Source: an optimization exercise on an open RTL-to-GDS flow (aim: small area). Production flows keep margins and buffers that such runs may drop. RTL that was checked went through simulation tests only; none was proved equivalent to the original. The clock input has no modelled driver; a real chip could not lean on it and would need a root buffer or a full tree. No activity file was given, so power comes from the tool's default toggle rates.

## v6
==> module axi_to_apb_bridge, before the edit <==
module axi_to_apb_bridge (
    input  logic        clk,
    input  logic        rst_n,
    input  logic [31:0] awaddr,
    input  logic        awvalid,
    output logic        awready,
    input  logic [31:0] wdata,
    input  logic        wvalid,
    output logic        wready,
    output logic        bvalid,
    input  logic        bready,
    output logic        PSEL,
    output logic        PENABLE,
    output logic        PWRITE,
    output logic [31:0] PADDR,
    output logic [31:0] PWDATA
);
    logic        st1, st0;
    logic [1:0]  cnt;
    logic [31:0] addr;
    logic [31:0] data;
    wire idle   = ~st1 & ~st0;
    wire busy   = st1 | st0;
    wire access = st1 & ~st0;
    wire wdone  = st1 &  st0;
    wire last   = wdone & (cnt == 2'd3);
    wire bhs    = bvalid & bready;
    assign PSEL    = st1;
    assign PWRITE  = st1;
    assign wready  = access;
    assign PENABLE = wdone;
    assign PADDR   = addr;
    assign PWDATA  = data;
    always_ff @(posedge clk or negedge rst_n) begin
        if (!rst_n) begin
            st1     <= 1'b0;
            st0     <= 1'b0;
            awready <= 1'b0;
            bvalid  <= 1'b0;
            cnt     <= 2'd0;
        end else begin
            case ({st1, st0})
                2'b00: if (awvalid && awready) st0 <= 1'b1;
                2'b01: if (wvalid) begin st1 <= 1'b1; st0 <= 1'b0; end
                2'b10: st0 <= 1'b1;
                2'b11: begin st1 <= 1'b0; st0 <= ~last; end
            endcase
            if (bhs)
                awready <= 1'b1;
            else if (idle && awvalid)
                awready <= ~awready;
            if (bhs)
                bvalid <= 1'b0;
            else if (last)
                bvalid <= 1'b1;
            if (bhs)
                cnt <= 2'd0;
            else if (wdone)
                cnt <= cnt + 2'd1;
        end
    end
    logic [29:0] t;     
    logic [29:0] nxt;
    assign nxt = addr[31:2] ^ t;
    assign t[0] = wdone;
    assign t[17:1] = addr[18:2] & t[16:0];
    assign t[18] = t[6] & (&addr[19:8]);
    assign t[29:19] = addr[30:20] & t[28:18];
    logic [31:0] addr_d, data_d;
    logic        load_d, hold_d;
    assign load_d = ~st1;
    assign hold_d = st1;
    genvar i;
    generate
        for (i = 0; i < 32; i++) begin : g_sel
            axi_to_apb_bridge_sel u_addr (
                .s0(idle), .a(awaddr[i]),
                .s1(busy), .b(i < 2 ? addr[i] : nxt[i >= 2 ? i - 2 : 0]),
                .y(addr_d[i]));
            axi_to_apb_bridge_sel u_data (
                .s0(load_d), .a(wdata[i]),
                .s1(hold_d), .b(data[i]),
                .y(data_d[i]));
        end
    endgenerate
    always_ff @(posedge clk) begin
        addr <= addr_d;
        data <= data_d;
    end
endmodule
export LEC_CHECK = 0
export CAP_MARGIN = 0
export CORE_MARGIN = 2
export CORE_UTILIZATION = 65
export PLACE_DENSITY = 0.85
export SLEW_MARGIN = 0
export SYNTH_HIERARCHICAL = 1
export SYNTH_MINIMUM_KEEP_SIZE = 0
create_clock -name core_clock -period 5.0 [get_ports {clk}]
standard.sh (not shown) runs the stock make flow with config.mk's settings and CLKGATE_MAP_FILE= SYNTH_SCRIPT=/design/flow/synth_recipe.tcl, a recipe that flattens the netlist after the stock synthesis.
==> flow/flow/run.sh <==
#!/bin/bash
# Own flow: the standard layout (standard.sh, unchanged synthesis), with
# the port buffers made of the smallest buffer (buf_1) instead of the
# resizer's default choice, and, in place of TritonCTS, area recovery
# (flow/area_recover.tcl: unbuffering and downsizing where timing allows)
# and a one-level clock tree, both run by flow/manual_cts.tcl. Each tool's output goes to a log
# in this folder (and ORFS's own per-step logs under orfs/logs).
set -euo pipefail
cd "$(dirname "$0")/.."

export BUFFER_PORTS_ARGS="-buffer_cell sky130_fd_sc_hd__buf_1"
export PRE_CTS_TCL="$PWD/flow/manual_cts.tcl"
export AREA_RECOVER_SLACK=0.3
export MANUAL_CTS_CLUSTERS=4
export MANUAL_CTS_BUF=sky130_fd_sc_hd__buf_6

bash standard.sh finish > standard_flow.log 2>&1
Other scripts of this flow, unchanged in this note and not shown: flow/flow/area_recover.tcl, flow/flow/manual_cts.tcl
v6 reached the final stage; the timing, design-rule and antenna checks on its layout passed.
The following lists how v7 was set up differently from v6:
-- flow/design.v --
<<< v6, line 75
    assign t[0] = wdone;
    assign t[17:1] = addr[18:2] & t[16:0];
    assign t[18] = t[6] & (&addr[19:8]);
    assign t[29:19] = addr[30:20] & t[28:18];
    logic [31:0] addr_d, data_d;
>>> v7, line 75
    assign t[0] = wdone;
    assign t[17:1] = addr[18:2] & t[16:0];
    assign t[18] = t[5] & (&addr[19:7]);
    assign t[29:19] = addr[30:20] & t[28:18];
    logic [31:0] addr_d, data_d;
### Flow results
Relative to v6, routed wire length increased by 2.2% in v7. Compared with v6, in v7 internal power comparable, worst hold slack after final layout comparable, final design instance area without fill comparable. Re count of flip-flops and latches: no difference whatsoever between v7 and v6. The met2 layer wire length in the routed design reported for v7 is greater than that of v6 by 270 um. On instance area at placement, v6 and v7 are neck and neck. Post-layout worst setup margin up 0.18 ns in v7 wrt v6. ~same final core utilization in v6 and v7. Cmp v6 and v7 / final weighted congestion of routability-driven global placement / higher: v7. Sort v6 and v7 by post-route fraction of the period consumed by the critical path desc -> top: v6. v6 and v7 ended up with roughly the same synthesized area. For multi-input gate area in the final layout, v6 and v7 come out practically identical.
Function was not checked in any run of this note: the RTL went through the layout flow alone. In every run of this note, the design's own scripts or RTL, not TritonCTS, make the clock network.

---

## main
Another version of the RTL of axi_to_apb_bridge (not shown whole).
For scale: about 190 cells after synthesis, ~140 I/O pins, roughly 2500 sq um of cells after synthesis.
==> module axi_to_apb_bridge, before the edit <==
module axi_to_apb_bridge (
    input  logic        clk,
    input  logic        rst_n,
    input  logic [31:0] awaddr,
    input  logic        awvalid,
    output logic        awready,
    input  logic [31:0] wdata,
    input  logic        wvalid,
    output logic        wready,
    output logic        bvalid,
    input  logic        bready,
    output logic        PSEL,
    output logic        PENABLE,
    output logic        PWRITE,
    output logic [31:0] PADDR,
    output logic [31:0] PWDATA
);
    logic        st1, st0;
    logic [1:0]  cnt;
    logic [31:0] addr;
    logic [31:0] data;
    wire idle   = ~st1 & ~st0;
    wire busy   = st1 | st0;
    wire access = st1 &  st0;
    wire wdone  = st1 & ~st0;
    wire last   = wdone & (cnt == 2'b10);
    wire bhs    = bvalid & bready;
    wire ahs    = awvalid & awready;
    assign PSEL    = st1;
    assign PWRITE  = st1;
    assign wready  = access;
    assign PENABLE = wdone;
    assign PADDR   = addr;
    assign PWDATA  = data;
    always_ff @(posedge clk or negedge rst_n) begin
        if (!rst_n) begin
            st1     <= 1'b0;
            st0     <= 1'b0;
            awready <= 1'b0;
            bvalid  <= 1'b0;
            cnt     <= 2'd0;
        end else begin
            st1 <= st0 & (st1 | wvalid);
            st0 <= st1 ? ~(st0 | (cnt == 2'b10)) : (st0 | ahs);
            if (bhs)
                awready <= 1'b1;
            else if (idle && awvalid)
                awready <= ~awready;
            if (bhs)
                bvalid <= 1'b0;
            else if (last)
                bvalid <= 1'b1;
            if (bhs)
                cnt <= 2'd0;
            else if (wdone)
                cnt <= {cnt[0], ~cnt[1]};
        end
    end
    logic [29:0] t;     
    logic [29:0] nxt;
    assign nxt = addr[31:2] ^ t;
    assign t[0] = wdone;
    assign t[15:1] = addr[16:2] & t[14:0];
    assign t[16] = t[0] & (&addr[17:2]);
    assign t[29:17] = addr[30:18] & t[28:16];
    logic [31:0] addr_d, data_d;
    logic        load_d, hold_d;
    assign load_d = ~st1;
    assign hold_d = st1;
    genvar i;
    generate
        for (i = 0; i < 32; i++) begin : g_sel
            axi_to_apb_bridge_sel u_addr (
                .s0(idle), .a(awaddr[i]),
                .s1(busy), .b(i < 2 ? addr[i] : nxt[i >= 2 ? i - 2 : 0]),
                .y(addr_d[i]));
            axi_to_apb_bridge_sel u_data (
                .s0(load_d), .a(wdata[i]),
                .s1(hold_d), .b(data[i]),
                .y(data_d[i]));
        end
    endgenerate
    always_ff @(posedge clk) begin
        addr <= addr_d;
        data <= data_d;
    end
endmodule
Settings: LEC_CHECK=0, CAP_MARGIN=0, CORE_MARGIN=2, CORE_UTILIZATION=65, PLACE_DENSITY=0.85, SLEW_MARGIN=0, SYNTH_HIERARCHICAL=1, SYNTH_MINIMUM_KEEP_SIZE=0; clock period 5.0 ns.
Scripts as last shown in full above: flow/flow/run.sh
Other scripts of this flow, unchanged in this note and not shown: flow/flow/area_recover.tcl, flow/flow/manual_cts.tcl
Input-level comparison between the feature branch and main:
--- a/flow/design.v
+++ b/flow/design.v
@@ -33,7 +33,7 @@
     wire busy   = st1 | st0;
     wire access = st1 &  st0;
     wire wdone  = st1 & ~st0;
-    wire last   = wdone & (cnt == 2'b10);
+    wire last   = wdone & (cnt == 2'd3);
     wire bhs    = bvalid & bready;
     wire ahs    = awvalid & awready;
     assign PSEL    = st1;
@@ -51,7 +51,7 @@
             cnt     <= 2'd0;
         end else begin
             st1 <= st0 & (st1 | wvalid);
-            st0 <= st1 ? ~(st0 | (cnt == 2'b10)) : (st0 | ahs);
+            st0 <= st1 ? ~(st0 | (cnt == 2'd3)) : (st0 | ahs);
             if (bhs)
                 awready <= 1'b1;
             else if (idle && awvalid)
@@ -63,7 +63,7 @@
             if (bhs)
                 cnt <= 2'd0;
             else if (wdone)
-                cnt <= {cnt[0], ~cnt[1]};
+                cnt <= cnt + 2'd1;
         end
     end
     logic [29:0] t;     
--- outcome ---
- The feature branch finished every stage and its layout cleared the timing, design-rule and antenna checks.
- Between the feature branch and main, the difference in sequential share of layout area is negligible.
- The feature branch vs. main: minimum clock period grew by 75 ps; horizontal extent of the die held steady; total number of vias held steady; routability congestion estimate grew by 2.4%.
- The feature branch -> main: number of cells produced by synthesis delta 0, exact match
In every run of this note, the design's own scripts or RTL, not TritonCTS, make the clock network.

port drivers added, routing unchanged:
In the flow no input, the clock included, has a driving cell. The finished layouts below were timed again as built, in two steps. Step 1 (the two cells are an assumption about what drives the block):
set clk [get_ports {clk}]
set_driving_cell -lib_cell sky130_fd_sc_hd__clkbuf_16 $clk
set_driving_cell -lib_cell sky130_fd_sc_hd__buf_2 [delete_from_list [all_inputs] $clk]
Step 2 also shifts input and output timing later by t, the mid clock arrival at the registers, as if the neighbouring blocks saw the same clock. Three values: no drivers, after step 1, after step 2; two values: the first two.
| run | t, ns | slack for setup (ns) | cell pins on the clock port's net |
|---|---|---|---|
| v6 | 0.195 | 0.520 / 0.520 / 0.520 | 4 |
| v7 | 0.195 | 0.696 / 0.696 / 0.696 | 4 |
| main | 0.190 | 0.521 / 0.521 / 0.521 | 4 |
| the feature branch | 0.194 | 0.446 / 0.446 / 0.446 | 4 |
After both steps every run listed still meets setup and hold.
